From an optimization exercise on the open Yosys and OpenROAD flow, aimed at small area; shortcuts taken in it are not production practice.
Only simulation tests tie the RTL to the original design; equivalence was not proved.
Power and IR drop assume default switching activity.

==> design.v <==
`timescale 1ns / 1ps
module clk_manager(
			input clk_i,
			input rst_i,
			output reg clk_o,
			output tick_o
    );
parameter DIVIDED_BY =200;
	reg [31:0] count;
	assign tick_o = (count > DIVIDED_BY) && !clk_o;
	always@(posedge (clk_i)) begin
		if(!rst_i) begin
			clk_o<=1'b0;
			count<=32'b0;
		end
		else begin
			if(count<=DIVIDED_BY) begin
				count<=count+32'b1;
			end else begin
				clk_o<=!clk_o;
				count<=32'b0;
			end
		end
	end
endmodule
`timescale 1ns / 1ps
module quadenc(
			input clk_in,
			input en_in,
			input rst_in,
			input a_in,
			input b_in,
			input c_in,
			output cw_out,
			output acw_out
    );
	reg [7:0] a_buff,b_buff;
	reg a_valid,b_valid;
	reg [1:0] a_reg,b_reg;
	always@(posedge (clk_in)) begin
		if(!rst_in) begin
			a_buff<=8'd0;
			b_buff<=8'd0;
			a_valid<=1'b0;
			b_valid<=1'b0;
		end
		else if(en_in) begin
			a_buff[7:1]<=a_buff[6:0];
			a_buff[0]<=a_in;
			b_buff[7:1]<=b_buff[6:0];
			b_buff[0]<=b_in;
			if(a_buff==8'b11111111) begin
				a_valid<=1;
			end
			else begin
				if(a_buff==8'b00000000) begin
					a_valid<=0;
				end
			end
			if(b_buff==8'b11111111) begin
				b_valid<=1;
			end
			else begin
				if(b_buff==8'b00000000) begin
					b_valid<=0;
				end
			end
		end
	end
	always@(posedge (clk_in)) begin
		if(!rst_in) begin
			a_reg<=2'd0;
			b_reg<=2'd0;
		end
		else if(en_in) begin
			a_reg[1]<=a_reg[0];
			a_reg[0]<=a_valid;
			b_reg[1]<=b_reg[0];
			b_reg[0]<=b_valid;
		end
	end
	assign  cw_out = (a_reg==2'b00)&&(b_reg==2'b01);
	assign acw_out = (a_reg==2'b01)&&(b_reg==2'b00);
endmodule
`timescale 1ns / 1ps
module game_engine(
		input clk_in,
		input rst_in,
		input cw_in,
		input acw_in,
		output [127:0] line1_out,
		output [127:0] line2_out
    );
	parameter VEL_DIV = 6000000;
	reg clk_vel;
	reg [32:0] count_vel;
	wire vel_tick;
	reg [7:0] line1_buff [15:0];
	reg [7:0] line2_buff [15:0];
	wire [7:0] env1_arr [15:0];
	wire [7:0] env2_arr [15:0];
	reg [1:0] cw_buff,acw_buff;
	reg [4:0]load_count ;
	reg [7:0]car_left;
	reg [7:0] car_right;
	reg [7:0] line1_mix [15:0];
	reg [7:0] line2_mix [15:0];
	reg game_over;
	wire [7:0] msg_game_over[15:0];
	assign msg_game_over[15] = " ";
	assign msg_game_over[14] = " ";
	assign msg_game_over[13] = "G";
	assign msg_game_over[12] = "a";
	assign msg_game_over[11] = "m";
	assign msg_game_over[10] = "e";
	assign msg_game_over[9] =  " ";
	assign msg_game_over[8] = " ";
	assign msg_game_over[7] = "O";
	assign msg_game_over[6] = "v";
	assign msg_game_over[5] = "e";
	assign msg_game_over[4] = "r";
	assign msg_game_over[3] = " ";
	assign msg_game_over[2] = " ";
	assign msg_game_over[1] = " ";
	assign msg_game_over[0] = " ";
	assign env1_arr[15] = " ";
	assign env1_arr[14] = " ";
	assign env1_arr[13] = ">";
	assign env1_arr[12] = " ";
	assign env1_arr[11] = " ";
	assign env1_arr[10] = " ";
	assign env1_arr[9] = " ";
	assign env1_arr[8] = " ";
	assign env1_arr[7] = " ";
	assign env1_arr[6] = " ";
	assign env1_arr[5] = " ";
	assign env1_arr[4] = ">";
	assign env1_arr[3] = " ";
	assign env1_arr[2] = " ";
	assign env1_arr[1] = " ";
	assign env1_arr[0] = " ";
	assign env2_arr[15] = " ";
	assign env2_arr[14] = " ";
	assign env2_arr[13] = " ";
	assign env2_arr[12] = " ";
	assign env2_arr[11] = " ";
	assign env2_arr[10] = " ";
	assign env2_arr[9] = ">";
	assign env2_arr[8] = " ";
	assign env2_arr[7] = " ";
	assign env2_arr[6] = " ";
	assign env2_arr[5] = " ";
	assign env2_arr[4] = " ";
	assign env2_arr[3] = " ";
	assign env2_arr[2] = " ";
	assign env2_arr[1] = ">";
	assign env2_arr[0] = " ";
	always@(posedge clk_in) begin
		if(!rst_in) begin
			cw_buff<=2'b0;
			acw_buff<=2'b0;
			car_left<=8'h20;
			car_right<=8'h60;
		end else begin
			cw_buff[0]<=cw_buff[1];
			cw_buff[1]<=cw_in;
			acw_buff[0]<=acw_buff[1];
			acw_buff[1]<=acw_in;
			if(acw_buff==2'b01) begin
				car_left<=" ";
				car_right<="<";
			end else begin
				if(cw_buff==2'b01) begin
					car_left<="<";
					car_right<=" ";
				end
			end
		end
	end
	always@(posedge clk_in) begin
		if(!rst_in) begin
			game_over<=0;
		end else begin
			if((line2_buff[0]==">" && car_right=="<")|(line1_buff[0]==">" && car_left=="<")) begin
				game_over<=1'b1;
			end
		end
	end
	genvar b;
	generate
	for(b=15;b>0;b=b-1) begin : GameMix
		always@(posedge clk_in) begin
			if(!rst_in) begin
				line1_mix[b]<=0;
				line2_mix[b]<=0;
			end else begin
				if(!game_over) begin
					line1_mix[b]<=line1_buff[b];
					line2_mix[b]<=line2_buff[b];
				end else begin
					line1_mix[b]<=msg_game_over[b];
					line2_mix[b]<=msg_game_over[b];
				end
			end
		end
	end
	endgenerate
		always@(posedge clk_in) begin
			if(!rst_in) begin
				line1_mix[0]<=0;
				line2_mix[0]<=0;
			end else begin
				if(!game_over) begin
					line1_mix[0]<=car_left;
					line2_mix[0]<=car_right;
				end else begin
					line1_mix[0]<=msg_game_over[0];
					line2_mix[0]<=msg_game_over[0];
				end
			end
		end
	always @(posedge clk_in) begin
		if(!rst_in) begin
			clk_vel<=0;
			count_vel<=0;
		end else begin
			if(count_vel<=VEL_DIV) begin
				count_vel<=count_vel+1;
			end
			else begin
				clk_vel<=!clk_vel;
				count_vel<=0;
			end
		end
	end
	assign vel_tick = (count_vel > VEL_DIV) && !clk_vel;
	genvar c;
	generate
	for (c=15;c>0;c=c-1) begin : GameMem
		always @(posedge clk_in) begin
			if(!rst_in) begin
				line1_buff[c-1]<=0;
				line2_buff[c-1]<=0;
			end
			else if(vel_tick) begin
				line1_buff[c-1]<=line1_buff[c];
				line2_buff[c-1]<=line2_buff[c];
			end
		end
	end
	endgenerate
	always@(posedge clk_in) begin
		if(!rst_in) begin
			load_count<=0;
			line1_buff[15]<=0;
			line2_buff[15]<=0;
		end else if(vel_tick) begin		
			if(load_count<5'd16) begin
				line1_buff[15]<=env1_arr[load_count];
				line2_buff[15]<=env2_arr[load_count];
				load_count<=load_count+1;
			end else begin
				line1_buff[15]<=line1_buff[0];
				line2_buff[15]<=line2_buff[0];
			end
		end
	end
		assign line1_out[7:0]=line1_mix[0];
		assign line1_out[15:8]=line1_mix[1];
		assign line1_out[23:16]=line1_mix[2];
		assign line1_out[31:24]=line1_mix[3];
		assign line1_out[39:32]=line1_mix[4];
		assign line1_out[47:40]=line1_mix[5];
		assign line1_out[55:48]=line1_mix[6];
		assign line1_out[63:56]=line1_mix[7];
		assign line1_out[71:64]=line1_mix[8];
		assign line1_out[79:72]=line1_mix[9];
		assign line1_out[87:80]=line1_mix[10];
		assign line1_out[95:88]=line1_mix[11];
		assign line1_out[103:96]=line1_mix[12];
		assign line1_out[111:104]=line1_mix[13];
		assign line1_out[119:112]=line1_mix[14];
		assign line1_out[127:120]=line1_mix[15];
		assign line2_out[7:0]=line2_mix[0];
		assign line2_out[15:8]=line2_mix[1];
		assign line2_out[23:16]=line2_mix[2];
		assign line2_out[31:24]=line2_mix[3];
		assign line2_out[39:32]=line2_mix[4];
		assign line2_out[47:40]=line2_mix[5];
		assign line2_out[55:48]=line2_mix[6];
		assign line2_out[63:56]=line2_mix[7];
		assign line2_out[71:64]=line2_mix[8];
		assign line2_out[79:72]=line2_mix[9];
		assign line2_out[87:80]=line2_mix[10];
		assign line2_out[95:88]=line2_mix[11];
		assign line2_out[103:96]=line2_mix[12];
		assign line2_out[111:104]=line2_mix[13];
		assign line2_out[119:112]=line2_mix[14];
		assign line2_out[127:120]=line2_mix[15];
endmodule
`timescale 1ns / 1ps
module quad_game_top(
			input clk_in,
			input rst_in,
			input a_in,
			input b_in,
			output [127:0] line1_out,
			output [127:0] line2_out
    );
wire rst;
wire enc_tick;
wire cw, acw;
assign rst = !rst_in;
		clk_manager #(.DIVIDED_BY (3)) clkdiv (
				.clk_i(clk_in),
				.rst_i(rst),
				.clk_o(),
				.tick_o(enc_tick)
				);
		quadenc qenc (
				.clk_in(clk_in),
				.en_in(enc_tick),
				.rst_in(rst),
				.a_in(a_in),
				.b_in(b_in),
				.c_in(1'b0),
				.cw_out(cw),
				.acw_out(acw)
		);
game_engine #(.VEL_DIV (250)) gameEngine(
		.clk_in(clk_in),
		.rst_in(rst),
		.cw_in(cw),
		.acw_in(acw),
		.line1_out(line1_out),
		.line2_out(line2_out)
    );
endmodule
==> run.sh <==
#!/bin/bash
# synth_recipe.tcl (not shown) runs the flow's synth.tcl, then flattens the netlist and writes it again
# the make line also repeats each setting of config.mk as NAME=value (left out here)
make -C /OpenROAD-flow-scripts/flow DESIGN_CONFIG=/design/flow/config.mk WORK_HOME=/design/flow/orfs CLKGATE_MAP_FILE= SYNTH_SCRIPT=/design/flow/synth_recipe.tcl finish
==> config.mk <==
export PLATFORM = sky130hd
export DESIGN_NAME = quad_game_top
export DESIGN_NICKNAME = quad_game_top
export VERILOG_FILES = /design/flow/design.v
export SDC_FILE = /design/flow/constraint.sdc
export NUM_CORES = 4
export LEC_CHECK = 0
export CAP_MARGIN = 20
export CORE_MARGIN = 2
export CORE_UTILIZATION = 40
export SLEW_MARGIN = 20
==> constraint.sdc <==
create_clock -name core_clock -period 10.0 [get_ports {clk_in}]
set_input_delay 2.0000 -clock core_clock [delete_from_list [all_inputs] [get_ports {clk_in}]]
set_output_delay 2.0000 -clock core_clock [all_outputs]
set_load 0.01 [all_outputs]
==> impl_metrics.toml <==
[placement]
placed_area_um2 = 21700
placed_cells = 2791
place_ws_ps = 5560
dp.final_hpwl_um = 27500
gp_congestion = 0.779
port_buffers = 252

[logic_synthesis]
synth_top_cell_area_share = 0.643
ys_ff_latch = 602
avgSynthCellArea_um2 = 9.35
ys_top_cells_by_count = "602 x dfxtp_1, 496 x nand2_1, 252 x a21oi_1"
ys_seq_area_frac = 0.643
synth_edf_count = 0
syn_area_um2 = 18800
synth_cell_type_count = 43
synth_ff_type = "dfxtp_1"
yosysMostFrequentCell = "dfxtp_1"
synthCells = 2006
async_flop_share = 0
ys_top_cells_by_area = "dfxtp_1 64%, nand2_1 9.9%, a21oi_1 6.7%"
synth_warnings = 7
yosys.area.top_type = "dfxtp_1"

[setup_path]
r2r_slack_ps = 7060
timing.rr.start = "gameEngine.count_vel[0]$_SDFF_PP0_"
critPathRequiredTime_ps = 10540
crit_type = "primary input to flip-flop"
r2r_cells = 8
crit_path_max_fanout = 118
cp-end-kind = "flip-flop"
r2r-end = "gameEngine.line2_buff[5][0]$_SDFFE_PP0P_"
cp-start-kind = "primary input"
arrival_ps = 4390

[sta]
skew_ps = 34.3
setup_ws_ps = 6150
slew_viol_final = 0
finalSetupTns_ps = 0
finalSetupViolCount = 0
fmax_mhz = 260
max-slew-margin-rel = 0.341
hold_violations = 0
rsz0062_at_grt = "false"
fin_crit_sh = 0.385
post-route-min-period_ps = 3850
tightest_slew_ps = 989

[job]
drv_cap = 0

[cts]
clk_pin_slew_ps = 60
numClockSinks = 602
clock-root-buffer = "clkbuf_16"
cts_made_buffers = 60
cts_buffer_depth = 3
cts_htree_levels = 2
clock_latency_ps = 630
cts_tree = "done"
cts_hold_buffers = 0
cts_setup_buffers = 0
post_cts.resized_instances = 0

[floorplan]
die_area_um2 = 48600
die_w_um = 221
ios = 260
core_um2 = 46500
rows = 79
die-height_um = 221
initial_core_util = 0.404

[routing]
vias = 13494
topRoutingLayerUsed = "met4"
ant_nets = 0
drt-initial-drc-count = 923
drc = 0
drt-total-wl_um = 43800
routed-wl-met3_um = 2690
dr_wl_met2_um = 19500
wire_per_inst_um = 15.1
viasPerCell = 4.65
drt-met1-wl_um = 20800
drtPass1Iterations = 5

[grt]
grt_overflow_total = 0
grt_max_degree = 255
grt_pass1_vias = 12757
track_usage = 0.177
grt_pass1_wl_um = 68400
antenna_found_initial = 0

[finish]
reg.largest.list = "gameEngine.line1_buff: 128 flops, gameEngine.line2_buff: 128 flops"
synthToLayoutAreaGrowth_pct = 26.3
layout.cells.non_filler = 2899
drive_gt1_frac = 0.0498
stdcell_area_um2 = 23700
num-nets-final = 2258

[worst_hold_path]
min_to = "clkdiv.count[0]$_SDFF_PP0_"
worstHoldStart = "clkdiv.count[0]$_SDFF_PP0_"
worst_hold_path.num_cells = 1
hold_class = "flip-flop to flip-flop"

[status]
outcome = "complete, no violations"

[power_and_ir_drop]
vdd_drop_max_uv = 114
total_power_mw = 4.83
p_leak_nw = 8.57
p_per_area_nw_per_um2 = 204
==> report_power, final <==
| group | internal, mW | switching, mW | leakage, nW | total [mW] |
|---|---|---|---|---|
| clock | 1.32 | 0.910 | 0.970 | 2.23 |
| combinational | 0.0387 | 0.110 | 2.72 | 0.149 |
| sequential | 2.43 | 0.0175 | 4.88 | 2.45 |
| total | 3.79 | 1.04 | 8.57 | 4.83 |
==> through the flow <==
step	utilization	hold WS, ps
6_report	0.510	426
5_1_grt	0.510	454
4_1_cts	0.509	432
3_5_place_dp	0.466	426
3_3_place_gp	0.466	421
2_1_floorplan	-	408
==> per-layer routing <==
layer / vias to the layer above / GRT usage
met4: 0 / 0.0491
li1: 6817 / -
met2: 336 / 0.271
met3: 63 / 0.0393
met5: - / 0
met1: 6278 / 0.251
==> worst max-delay path by stage <==
| stage | cells past startpoint | startpoint | to |
|---|---|---|---|
| after floorplan | 4 | rst_in | gameEngine.line1_mix[15][5]$_SDFF_PP0_ |
| final | 5 | rst_in | gameEngine.line1_mix[13][3]$_SDFF_PP0_ |
| after CTS | 5 | rst_in | gameEngine.line2_mix[9][2]$_SDFF_PP0_ |
| after global placement | 5 | rst_in | gameEngine.line1_mix[9][0]$_SDFF_PP0_ |
| after global routing | 5 | rst_in | gameEngine.line1_mix[14][3]$_SDFF_PP0_ |
| after detailed placement | 5 | rst_in | gameEngine.line2_mix[9][2]$_SDFF_PP0_ |
==> layout make-up <==
| type | instances | area (um^2) |
|---|---|---|
| Antenna cell | 1 | 2.50 |
| Clock buffer | 88 | 1770 |
| Clock inverter | 18 | 209 |
| Fill cell | 4329 | 22800 |
| Inverter | 12 | 45.0 |
| Multi-Input combinational cell | 1309 | 6190 |
| Sequential cell | 602 | 12100 |
| Tap cell | 607 | 759 |
| Timing Repair Buffer | 262 | 2650 |
==> worst max-delay path: stages <==
cell    delay [ps]
buf_8          230
nor2_4         610
buf_4          460
buf_4          670
and2_1         230
==> placed cells by master (no fill, tap or decap), drive strengths merged, types with 3 or more instances in the layout <==
| master | n |
|---|---|
| bufinv | 4 |
| o21ai | 3 |
| nand3 | 11 |
| nor2b | 4 |
| nor2 | 204 |
| a211oi | 6 |
| or3 | 5 |
| clkinvlp | 3 |
| clkinv | 11 |
| nand4 | 10 |
| inv | 12 |
| xnor2 | 4 |
| nor3 | 19 |
| dfxtp | 602 |
| clkdlybuf4s50 | 251 |
| ha | 7 |
| mux2i | 22 |
| buf | 11 |
| nor4 | 18 |
| clkbuf | 88 |
| conb | 61 |
| a21oi | 252 |
| a221oi | 4 |
| nand2 | 496 |
| and2 | 156 |
| xor2 | 5 |
==> logic make-up after synthesis <==
| kind of cell | count (synthesis) | synth area share |
|---|---|---|
| AOI/OAI and AO/OA | 278 | 0.0799 |
| xor gates and xnor gates | 9 | 0.00420 |
| adders and majority gates | 7 | 0.00467 |
| buffers and inverters | 155 | 0.0404 |
| DFF | 602 | 0.643 |
| muxes | 22 | 0.0117 |
| other | 1 | 0.000200 |
| and+or+nand+nor | 932 | 0.216 |

[static timing again, ports no longer ideal]
In the flow no input, the clock included, has a driving cell. The finished layout below was timed again as built, in two steps.
Step 1: set_driving_cell puts a clkbuf_16 on clk_in and a buf_2 on each other input, an assumption about the parent block.
Step 2 times the ports against the registers' clock, not the clock port: input delays grow and output delays shrink by t, the midpoint of the rising clock arrivals with the driver on.
Slacks: no drivers / after step 1 / after step 2; pairs: no drivers / after step 1.
shift t [ns]: 0.661
setup WS [ns]: 6.150 / 6.161 / 5.499
worst setup path at the end: input to register
worst data-port slew with drivers (ns): 0.05
After both steps this run still meets setup and hold. The setup slack of this run moves by +0.011 ns with the drivers and by -0.651 ns with both steps.
